This design comes from an exercise in tuning for small area, a short achievable clock period and few clock cycles on the open sky130 flow, not from production work.
Only simulation tests tie the RTL to the original design; equivalence was not proved.

**run.sh**
```bash
#!/bin/bash
# synth_recipe.tcl (not shown) runs the flow's synth.tcl, then flattens the netlist and writes it again
# the make line also repeats each setting of config.mk as NAME=value (left out here)
make -C /OpenROAD-flow-scripts/flow DESIGN_CONFIG=/design/flow/config.mk WORK_HOME=/design/flow/orfs CLKGATE_MAP_FILE= SYNTH_SCRIPT=/design/flow/synth_recipe.tcl finish
```
**config.mk**
```make
export PLATFORM = sky130hd
export DESIGN_NAME = muldiv_unit
export DESIGN_NICKNAME = muldiv_unit
export VERILOG_FILES = /design/flow/design.v
export SDC_FILE = /design/flow/constraint.sdc
export NUM_CORES = 4
export LEC_CHECK = 0
export ABC_AREA = 1
export CAP_MARGIN = 20
export CORE_MARGIN = 2
export CORE_UTILIZATION = 55
export SLEW_MARGIN = 20
```
**constraint.sdc**
```tcl
create_clock -name core_clock -period 150.0 [get_ports {clk_i}]
set_input_delay 30.0000 -clock core_clock [delete_from_list [all_inputs] [get_ports {clk_i}]]
set_output_delay 30.0000 -clock core_clock [all_outputs]
set_load 0.01 [all_outputs]
```
**design.v**
```verilog
module muldiv_unit (
    input  logic        clk_i,
    input  logic        rst_n_i,
    input  logic        start_i,
    input  logic [31:0] operand_a_i,
    input  logic [31:0] operand_b_i,
    input  logic [2:0]  muldiv_op_i,
    output logic [31:0] result_o,
    output logic        busy_o,
    output logic        done_o
);
    localparam int K  = 4;                  
    localparam int DW = 33 + K - 1;         
    localparam int NC = (32 + K - 1) / K;   
    localparam int CW = 4;                  
    localparam int EW = 3;                  
    function automatic logic [32:0] add33(input logic [32:0] a,
                                          input logic [32:0] b,
                                          input logic        cin);
        logic [32:0] g, p, gg, pp;
        logic [32:0] c;
        g  = a & b;
        p  = a ^ b;
        gg = g;
        pp = p;
        gg[0] = g[0] | (p[0] & cin);
        for (int d = 1; d < 33; d = d * 2)
            for (int i = 2 * d - 1; i < 33; i = i + 2 * d) begin
                gg[i] = gg[i] | (pp[i] & gg[i-d]);
                pp[i] = pp[i] & pp[i-d];
            end
        for (int d = 16; d >= 1; d = d / 2)
            for (int i = 3 * d - 1; i < 33; i = i + 2 * d) begin
                gg[i] = gg[i] | (pp[i] & gg[i-d]);
                pp[i] = pp[i] & pp[i-d];
            end
        c[0] = cin;
        for (int i = 1; i < 33; i++) c[i] = gg[i-1];
        add33 = p ^ c;
    endfunction
    logic          busy_q, done_q, first_q, fix_q, negc_q;
    logic          mul_q, sgn_q, rem_q;
    logic          neg_q, prev_q, rs_q;
    logic [CW-1:0] cnt_q;
    logic [31:0]   x_q;       
    logic [DW-1:0] y_q;       
    logic [31:0]   z_q;       
    logic        sa, sb, bz, az, nz;
    logic [31:0] nx, abs_a, bm;
    logic [4:0]  la, lb;
    logic signed [6:0] nq;
    logic [CW-1:0] c0;
    logic [EW-1:0] e0;
    logic [DW-1:0] d0;
    assign sa    = sgn_q & x_q[31];
    assign sb    = sgn_q & y_q[31];
    assign nx    = ~x_q + 32'd1;
    assign abs_a = (sa | negc_q) ? nx : x_q;
    assign bm    = sb ? ~y_q[31:0] : y_q[31:0];
    assign bz    = (y_q[31:0] == 32'd0);
    assign az    = (abs_a == 32'd0);
    always_comb begin
        la = 5'd0;
        lb = 5'd0;
        for (int i = 0; i < 32; i++) begin
            if (abs_a[i]) la = 5'(i);
            if (bm[i])    lb = 5'(i);
        end
    end
    assign nq = $signed({2'b00, la}) - $signed({2'b00, lb}) + 7'sd1;
    assign nz = az || (nq <= 0);
    always_comb begin
        c0 = CW'(1);
        e0 = EW'(K);
        if (bz) begin
            e0 = EW'(K - 1);
        end else if (!nz) begin
            c0 = CW'((nq + K - 1) / K);
            e0 = EW'(((nq + K - 1) / K) * K - nq);
        end
    end
    always_comb begin
        d0 = '0;
        for (int c = 1; c <= NC; c++)
            if (c0 == CW'(c))
                d0 = DW'($signed({sb, y_q[31:0]})) << (c * K - 1);
    end
    logic [32:0]   s   [0:K];
    logic [DW-1:0] dv;
    logic [K-1:0]  qb;
    logic [2*K:0]  ybits;
    assign dv    = first_q ? d0 : y_q;
    assign ybits = {y_q[2*K-1:0], prev_q};
    always_comb begin
        logic [31:0] xs;
        logic [32:0] dj, ab;
        logic        one, two, inv, skip;
        if (first_q) s[0] = mul_q ? 33'd0 : {1'b0, abs_a};
        else         s[0] = mul_q ? {1'b0, z_q} : {rs_q, x_q};
        for (int j = 0; j < K; j++) begin
            xs   = x_q << (2 * j);
            dj   = 33'($signed(dv) >>> j);
            skip = (first_q && (EW'(j) < e0)) || (fix_q && j > 0);
            one  = 1'b0;
            two  = 1'b0;
            if (mul_q) begin
                one = ybits[2*j+1] ^ ybits[2*j];
                two = (ybits[2*j+2] & ~ybits[2*j+1] & ~ybits[2*j]) |
                      (~ybits[2*j+2] & ybits[2*j+1] & ybits[2*j]);
                inv = ybits[2*j+2];
                ab  = {1'b0, ({32{one}} & xs) | ({32{two}} & (xs << 1))};
            end else begin
                inv = ~skip & ~(s[j][32] ^ sb);
                ab  = {33{~skip}} & dj;
            end
            s[j+1]    = add33(s[j], ab ^ {33{inv}}, inv);
            qb[K-1-j] = ~skip & ~s[j+1][32];
        end
    end
    logic [31:0] qn, sel;
    logic        last, fin, mterm, negn, rfix;
    logic [31:0] ynext;
    assign qn    = (z_q << K) | 32'(qb);
    assign sel   = rem_q ? s[K][31:0] : qn;
    assign negn  = first_q ? (sgn_q & (rem_q ? sa : (sa ^ sb))) | (bz & ~rem_q)
                           : neg_q;
    assign last  = first_q ? (c0 == CW'(1)) : (cnt_q == CW'(1));
    assign fin   = fix_q | last;
    assign rfix  = rem_q & ~fix_q & s[K][32];
    assign ynext = $signed(y_q[31:0]) >>> (2 * K);
    assign mterm = (ynext == {32{y_q[2*K-1]}});
    logic idle_q;
    always_ff @(posedge clk_i or negedge rst_n_i) begin
        if (!rst_n_i) begin
            idle_q  <= 1'b1;
            busy_q  <= 1'b0;
            done_q  <= 1'b0;
            first_q <= 1'b0;
            fix_q   <= 1'b0;
            negc_q  <= 1'b0;
        end else begin
            if (idle_q) begin
                if (start_i) begin
                    idle_q  <= 1'b0;
                    busy_q  <= (muldiv_op_i <= 3'd4);
                    done_q  <= (muldiv_op_i >  3'd4);
                    first_q <= 1'b1;
                end
            end else if (busy_q) begin
                first_q <= 1'b0;
                if (negc_q) begin
                    negc_q <= 1'b0;
                    busy_q <= 1'b0;
                    done_q <= 1'b1;
                end else if (mul_q) begin
                    if (mterm) begin
                        busy_q <= 1'b0;
                        done_q <= 1'b1;
                    end
                end else if (fin) begin
                    fix_q <= rfix;
                    if (!rfix) begin
                        if (negn) negc_q <= 1'b1;
                        else begin
                            busy_q <= 1'b0;
                            done_q <= 1'b1;
                        end
                    end
                end
            end else begin
                done_q <= 1'b0;
                idle_q <= 1'b1;
            end
        end
    end
    always_ff @(posedge clk_i) begin
        if (!busy_q) begin
            x_q    <= operand_a_i;
            y_q    <= DW'(operand_b_i);
            z_q    <= 32'd0;
            prev_q <= 1'b0;
            rs_q   <= 1'b0;
            mul_q  <= (muldiv_op_i == 3'd0);
            sgn_q  <= (muldiv_op_i == 3'd1) || (muldiv_op_i == 3'd3);
            rem_q  <= (muldiv_op_i == 3'd3) || (muldiv_op_i == 3'd4);
        end else if (negc_q) begin
            z_q    <= abs_a;
        end else if (mul_q) begin
            x_q    <= x_q << (2 * K);
            y_q    <= DW'(ynext);
            prev_q <= y_q[2*K-1];
            z_q    <= s[K][31:0];
        end else begin
            neg_q  <= negn;
            cnt_q  <= first_q ? (c0 - CW'(1)) : (cnt_q - CW'(1));
            if (!fin) begin
                x_q  <= s[K][31:0];
                rs_q <= s[K][32];
                y_q  <= $signed(dv) >>> K;
                z_q  <= qn;
            end else if (rfix) begin
                x_q  <= s[K][31:0];
                rs_q <= 1'b1;
                y_q  <= $signed(dv) >>> (K - 1);
            end else if (negn) begin
                x_q  <= sel;
            end else begin
                z_q  <= sel;
            end
        end
    end
    assign busy_o   = busy_q;
    assign done_o   = done_q;
    assign result_o = z_q;
endmodule
```
==> reports/results.ini <==
[global_route]
antenna_found_initial=0
grt_pass1_vias=23007
overflow=0
grt_max_degree=116
grt_pass1_wl_um=135000
track_usage=0.453

[finish]
area_growth_pct=8.67
fin_cells=3776
fillers=3685
fin_nets=3524
drive_gt1_frac=0.0591

[timing]
fin_setup_tns_ns=0
finalHoldViolations=0
period_share=0.216
drv_slew=0
rsz0062_at_grt=no
max_slew.worst_pin.slew_ns=1.16
skew_ns=0.0195
clock.fmax_ghz=0.0309
holdWs_ns=0.485
setup_viol=0
slew_headroom=0.227
setup_slack_ns=117.67
min_period_ns=32.33

[clock_tree]
cts_tree=yes
clock_sinks=113
clk_pin_slew_worst_paths_ns=0.06
clk_latency_ns=0.48
cts_max_level=4
cts_buffers=17
post_cts_resized=0
cts_root_buf=clkbuf_16
ctsHoldBuffers=0
cts_buffer_depth=2
post_cts_buffers=0

[synthesis]
synthArstFlopShare=0.0531
syn_area_per_cell_um2=6.43
synth_edf_count=72
ys_types=58
yosys-top-cells-area=nand2_1, edfxtp_1, ha_1
synth_top_area_share=0.133
yosysTopAreaCell=nand2_1
synth_common_cells=nand2_1, inv_1, o21ai_0
synthCells=3273
syn-cell-area_um2=21100
synth_flop_cell=edfxtp_1
synthMostInstantiatedCell=nand2_1
syn_nets=3546
synth-seq-cells=113
ys_seq_area_frac=0.143
yosysWarnings=2

[routing]
ant_nets=0
firstDrtPassIters=6
drtIter0Drc=3759
post-route-drc-count=0
vias=24963
drt_wl_total_um=90800
wire_per_inst_um=24.1
vias_per_cell=6.61

[floorplan]
die_height_um=200
coreArea_um2=37700
die-area_um2=39900
start_util=0.559
io_pins=104
die_w_um=200
placementRows=71

[critical_path]
cp_data_required_time_ns=150.33
path_common_cell=nand2_1
worstSetupEndpointType=register
r2r_end=z_q[11]
crit_path_max_fanout=53
worstPathArrival_ns=32.67
crit_path_start_kind=register
r2r-start=negc_q
slowest_stage=dfrtp_1
rrSetupSlack_ns=117.67
cp_top_family=compound AO/OA/AOI/OAI gates
critPathKind=reg2reg
crit_buf_inv=19
critPathMaxStageDelay_ns=0.92
r2r.worst_path.cells=145

[outcome]
outcome=no timing/DRC/antenna violations

[worst_hold_path]
whs_endpoint=y_q[34]
hp-start=y_q[34]
hold_class=reg2reg
whs_path_depth=2

[run]
max_cap_viol_count=0

[place]
portBuffers=103
place_congestion=1.05
dpl.hpwl_um=67800
dp_cells=3743
pre_cts_ws_ns=118.23

==> registers in the layout, indices dropped and copies added, names as in the netlist, 4 cells and up <==
signal  count
z_q        32
y_q        33
cnt_q       4
x_q        32
==> stage by stage <==
stage,util,cell area [um2]
after global placement,0.592,22300
after CTS,0.607,22900
after detailed placement,0.593,22300
after floorplan,-,21100
after global routing,0.607,22900
final,0.608,22900
==> cell type report <==
type | instances | area, um2 | area share
Timing Repair Buffer | 163 | 1500 | 0.0656
Clock inverter | 10 | 83.8 | 0.00366
Tap cell | 511 | 639 | 0.0279
Antenna cell | 1 | 2.50 | 0.000109
Inverter | 384 | 1450 | 0.0633
Multi-Input combinational cell | 2572 | 15700 | 0.687
Sequential cell | 113 | 3020 | 0.132
Clock buffer | 22 | 475 | 0.0208
==> per-layer routing <==
metal / vias up / GRT usage / part of all wire
met5: - / 0 / 0
met4: 0 / 0.264 / 0.066
met3: 408 / 0.138 / 0.15
met2: 1866 / 0.657 / 0.41
met1: 11576 / 0.591 / 0.38
li1: 11113 / - / -
==> kinds of logic (layout without fill, tap and decap cells) <==
family	after synthesis	in the layout	share of synthesized area
other	0	1	0
buffers and inverters	588	579	0.111
XOR/XNOR	218	218	0.0907
adder cells (fa/ha/maj)	203	203	0.144
AND/OR/NAND/NOR	1204	1204	0.240
flip-flops	113	113	0.143
AO/OA/AOI/OAI	943	943	0.269
multiplexers	4	4	0.00190
==> worst max path at each step <==
| stage | from | endpoint | cells past startpoint |
|---|---|---|---|
| 2_1_floorplan | muldiv_op_i[2] | busy_q | 5 |
| 3_3_place_gp | busy_q | busy_o | 1 |
| 3_5_place_dp | busy_q | busy_o | 1 |
| 4_1_cts | busy_q | busy_o | 1 |
| 5_1_grt | negc_q | z_q[27] | 144 |
| 6_report | negc_q | z_q[11] | 145 |
==> layout by cell type (no fill, tap or decap), types with 15 or more instances in the layout <==
cell / synthesis / layout
a21o_1: 19 / 19
a21oi_1: 212 / 212
a221oi_1: 76 / 76
a22oi_1: 47 / 47
a31oi_1: 29 / 29
buf_4: 7 / 59
clkbuf_16: 0 / 18
clkdlybuf4s50_1: 0 / 103
dfxtp_1: 35 / 35
edfxtp_1: 72 / 72
fa_1: 65 / 65
ha_1: 138 / 138
inv_1: 347 / 347
inv_2: 27 / 26
nand2_1: 747 / 747
nand2_2: 22 / 22
nand3_1: 134 / 134
nand4_1: 23 / 23
nor2_1: 191 / 187
nor2_2: 17 / 21
nor3_1: 28 / 28
o2111ai_1: 15 / 15
o211ai_1: 27 / 27
o21ai_0: 323 / 322
o21ai_1: 40 / 41
o221ai_1: 21 / 21
o22ai_1: 92 / 92
xnor2_1: 45 / 45
xor2_1: 173 / 173
==> tightest hold or removal path, cell delays in order, from the launching register on <==
cell	delay, ns
dfxtp_1	0.29
inv_1	0.06
o21ai_0	0.08
Testbench counts, summed over its fixed seeds: cycles 74,658.

-- afterwards: timing with drivers on the ports --
Ports are ideal in the flow. The routed layout listed here was re-timed in OpenROAD.
Step 1: set_driving_cell puts a clkbuf_16 on clk_i and a buf_2 on each other input, an assumption about the parent block.
Step 2 moves the port delays by t, midway between the first and last clock arrival at a register: inputs arrive t later, outputs are due t later. That takes back most of the time a late clock gives input paths.
Three values: ideal, step 1, step 2; two values: the first two.
shift t [ns]: 0.524
slack for setup (ns): 117.666 / 117.638 / 117.666
worst data-port slew with drivers (ns): 0.04
pins driven straight from the clock port: 1
After both steps setup and hold are still met in this run. For this run, drivers alone change the setup slack by -0.028 ns; drivers and shift together by 0.000 ns.
